This is an optimization exercise on Yosys and OpenROAD, whose aim is a short achievable clock period and few clock cycles, not a production implementation.
RTL that was checked went through simulation tests only; none was proved equivalent to the original.
Power is estimated from default activity; no workload was simulated.

Setup of run 1:
## core_top
module core_top (
	input clk,
	input clr,
	output rom_req,
	output [17:0] rom_addr,
	input [7:0] rom_data,
	output sram_req,
	output sram_we,
	output [18:0] sram_addr,
	output [7:0] sram_wdata,
	input [7:0] sram_rdata,
	input sram_done
	);
	wire [15:1] rf_we, rf_rsel1, rf_rsel2;
	wire [18:0] rf_wdata, rf_rdata1, rf_rdata2;
	wire rf_rsmall2, rf_small16, rf_small19;
	Core _Core(.clk(clk), .clr(clr),
		.rom_req(rom_req), .rom_addr(rom_addr), .rom_data(rom_data),
		.sram_req(sram_req), .sram_we(sram_we), .sram_addr(sram_addr),
		.sram_wdata(sram_wdata), .sram_rdata(sram_rdata), .sram_done(sram_done),
		.rf_we(rf_we), .rf_wdata(rf_wdata), .rf_rsel1(rf_rsel1), .rf_rsel2(rf_rsel2),
		.rf_rdata1(rf_rdata1), .rf_rdata2(rf_rdata2), .rf_rsmall2(rf_rsmall2),
		.rf_small16(rf_small16), .rf_small19(rf_small19));
	Register_File _RegisterFile(.clk(clk), .we(rf_we), .write_data(rf_wdata),
		.rsel_1(rf_rsel1), .rsel_2(rf_rsel2),
		.read_data_1(rf_rdata1), .read_data_2(rf_rdata2), .read_small_2(rf_rsmall2),
		.small16(rf_small16), .small19(rf_small19));
endmodule
Size: about 2500 cells after synthesis, ~560 flip-flops, roughly 67 I/O pins, ~0.027 sq mm of cells after synthesis.
clock: 9.0 ns
lec_check: 0
abc_clock_period_in_ps: 2500
cap_margin: 20
core_margin: 2
core_utilization: 40
place_density: 0.6
slew_margin: 20
standard.sh (not shown) runs the stock make flow with config.mk's settings and CLKGATE_MAP_FILE= SYNTH_SCRIPT=/design/flow/synth_recipe.tcl, a recipe that flattens the netlist after the stock synthesis.
==> flow/flow/run.sh <==
#!/bin/bash
# The standard layout (bash standard.sh), with timing repair aiming for a
# setup slack of MARGIN ns at the design's clock period (and sizing cells
# freely, not only within a footprint), so that the
# layout is pushed below the period. Each tool's output goes to its own
# log under orfs/logs; make's own output goes to make.log here.
set -euo pipefail
MARGIN=6.5
bash standard.sh SETUP_SLACK_MARGIN=$MARGIN MATCH_CELL_FOOTPRINT=0 finish > make.log 2>&1
Testbench counts of run 1, summed over its fixed seeds: cycles 143,602.
Edits applied to the flow inputs when going from run 1 to run 2:
--- a/flow/design.v
+++ b/flow/design.v
@@ -107,48 +107,62 @@
 	               | ((op_q == BEI) & zf) | ((op_q == BNEI) & ~zf);
 	wire is_ibr = (op_q >= JA) & (op_q <= JS);
 	wire d1 = bv_q & (bpos == 2'd1);            
 	wire d3 = bv_q & (bpos == 2'd3);            
 	wire b3 = av_q & (apos == 2'd3);            
 	wire [19:0] imm_b = {ih_q, bq, rom_data};   
 	wire [19:0] imm_d = {ih_q, im_q, bq};       
 	wire ldi_sm = (ih_q == 4'd0) & (im_q == 8'd0) & (bq[7:4] == 4'd0);
 	wire rbr_go  = d1 & is_rbr & rbr_taken;
 	wire ld2_rom = d1 & is_load & (flB_q | ~smallB_r);
 	wire ldi_rom = d3 & (op_q == LOADI) & ~ldi_sm;
 	wire ibr_go  = b3 & is_ibr & brt_q;
+	wire [18:0] zp = opA ^ opB;
+	wire [18:0] zk = {opA[17:0] | opB[17:0], f_sub};
+	wire z_sum = &(zp ~^ zk);
+	wire [18:0] lres = ({19{f_and}} & (opA & opB)) | ({19{f_or}} & (opA | opB))
+	                 | ({19{f_xor}} & (opA ^ opB)) | ({19{f_mov}} & opB);
+	wire z_now = f_ar ? z_sum : ~|lres;
+	wire z_known = ~fen | ~(f_shl | f_shr);
+	wire zf_next = fen ? z_now : zf;
+	wire sk_bei = bq[7:3] == BEI;
+	wire sk_bne = bq[7:3] == BNEI;
+	wire skip = bv_q & (bpos == 2'd0) & av_q & (apos == 2'd1) & ~rq_ld & z_known
+	          & ((sk_bei & ~zf_next) | (sk_bne & zf_next));
 	wire [17:0] ra_early = rq_ld ? fa_save : ldi_rom ? imm_d[17:0] : ra_q + 18'd1;
-	wire [17:0] ra_next = rbr_go ? rA[17:0] : ld2_rom ? rB[17:0] : ibr_go ? imm_b[17:0] : ra_early;
+	wire [17:0] ra_next = rbr_go ? rA[17:0] : ld2_rom ? rB[17:0] : ibr_go ? imm_b[17:0]
+	                    : skip ? ra_q + 18'd2 : ra_early;
 	wire [17:0] ra_early_o = ldi_rom ? imm_d[17:0] : rq_ld ? fa_save : ra_q + 18'd1;
-	wire [17:0] ra_next_o = ld2_rom ? rB[17:0] : rbr_go ? rA[17:0] : ibr_go ? imm_b[17:0] : ra_early_o;
+	wire [17:0] ra_next_o = ld2_rom ? rB[17:0] : rbr_go ? rA[17:0] : ibr_go ? imm_b[17:0]
+	                      : skip ? ra_q + 18'd2 : ra_early_o;
 	always @(posedge clk or negedge clr) begin
 		if (!clr) begin
 			ra_q <= 18'd0;
 			ra_o <= 18'd0;
 			rq_ld <= 1'b0;
 			av_q <= 1'b0;
 			apos <= 2'd0;
 			bv_q <= 1'b0;
 			sreq_q <= 1'b0;
 		end else begin
 			rq_ld <= ld2_rom | ldi_rom;
 			ra_q <= ra_next;
 			ra_o <= ra_next_o;
-			av_q <= ~rq_ld & ~rbr_go & ~ibr_go;
+			av_q <= ~rq_ld & ~rbr_go & ~ibr_go & ~skip;
 			if (rbr_go) begin
 				apos <= 2'd0;
 			end else if (av_q) begin
 				case (apos)
 					2'd0: apos <= 2'd1;
-					2'd1: apos <= a4_q ? 2'd2 : 2'd0;
+					2'd1: apos <= (a4_q & ~skip) ? 2'd2 : 2'd0;
 					2'd2: apos <= 2'd3;
 					2'd3: apos <= 2'd0;
 				endcase
 			end
 			bv_q <= av_q & ~rbr_go;
 			sreq_q <= (d1 & (is_load | is_store))
 			        | (d3 & (op_q == LOADI) & ldi_sm)
 			        | (b3 & (op_q == STOREI));
 		end
 	end
 	always @(posedge clk) begin
 		if (ld2_rom | ldi_rom)
[summary]
Compared with run 1, in run 2 xor-xnor portion of the synthesized cell area grew by 0.81 points, data arrival time of the worst path rose 2.91 ns, worst setup slack shows a reduction of 0.54 ns. When run 2 is measured against run 1, its worst slew margin relative to its limit turns out 2.0 points higher. NOTE total power run 1->run 2 increased by a few percent. Filler cell count for run 2: 229 up relative to run 1. Summary: with run 1 as the reference, maximum frequency in run 2 moved down by more than 10%. Area of the mapped netlist: higher on run 2.
For run 2, only the layout was checked, not whether the RTL still works.

[re-timing with driven ports]
The flow's constraints put no driver on any port. The routed layouts listed below were extracted and timed again, unchanged, in two steps.
Step 1 (the two cells are an assumption about what drives the block):
set clk [get_ports {clk}]
set_driving_cell -lib_cell sky130_fd_sc_hd__clkbuf_16 $clk
set_driving_cell -lib_cell sky130_fd_sc_hd__buf_2 [delete_from_list [all_inputs] $clk]
Step 2 moves the port delays by t, midway between the first and last clock arrival at a register: inputs arrive t later, outputs are due t later. That takes back most of the time a late clock gives input paths.
Slacks: no drivers / after step 1 / after step 2; pairs: no drivers / after step 1.
run | t, ns | setup slack, ns | worst hold slack (ns) | worst setup path after step 2 | worst register clock-pin slew, ns
run 1 | 0.714 | 6.048 / 5.985 / 5.715 | 0.367 / 0.367 / 0.367 | input to register | 0.07 / 0.07
run 2 | 0.712 | 5.511 / 5.511 / 5.511 | 0.364 / 0.364 / 0.364 | register to register | 0.07 / 0.07
After both steps setup and hold are still met in every run listed. For run 1, which loses most, drivers alone change the setup slack by -0.063 ns; drivers and shift together by -0.333 ns.
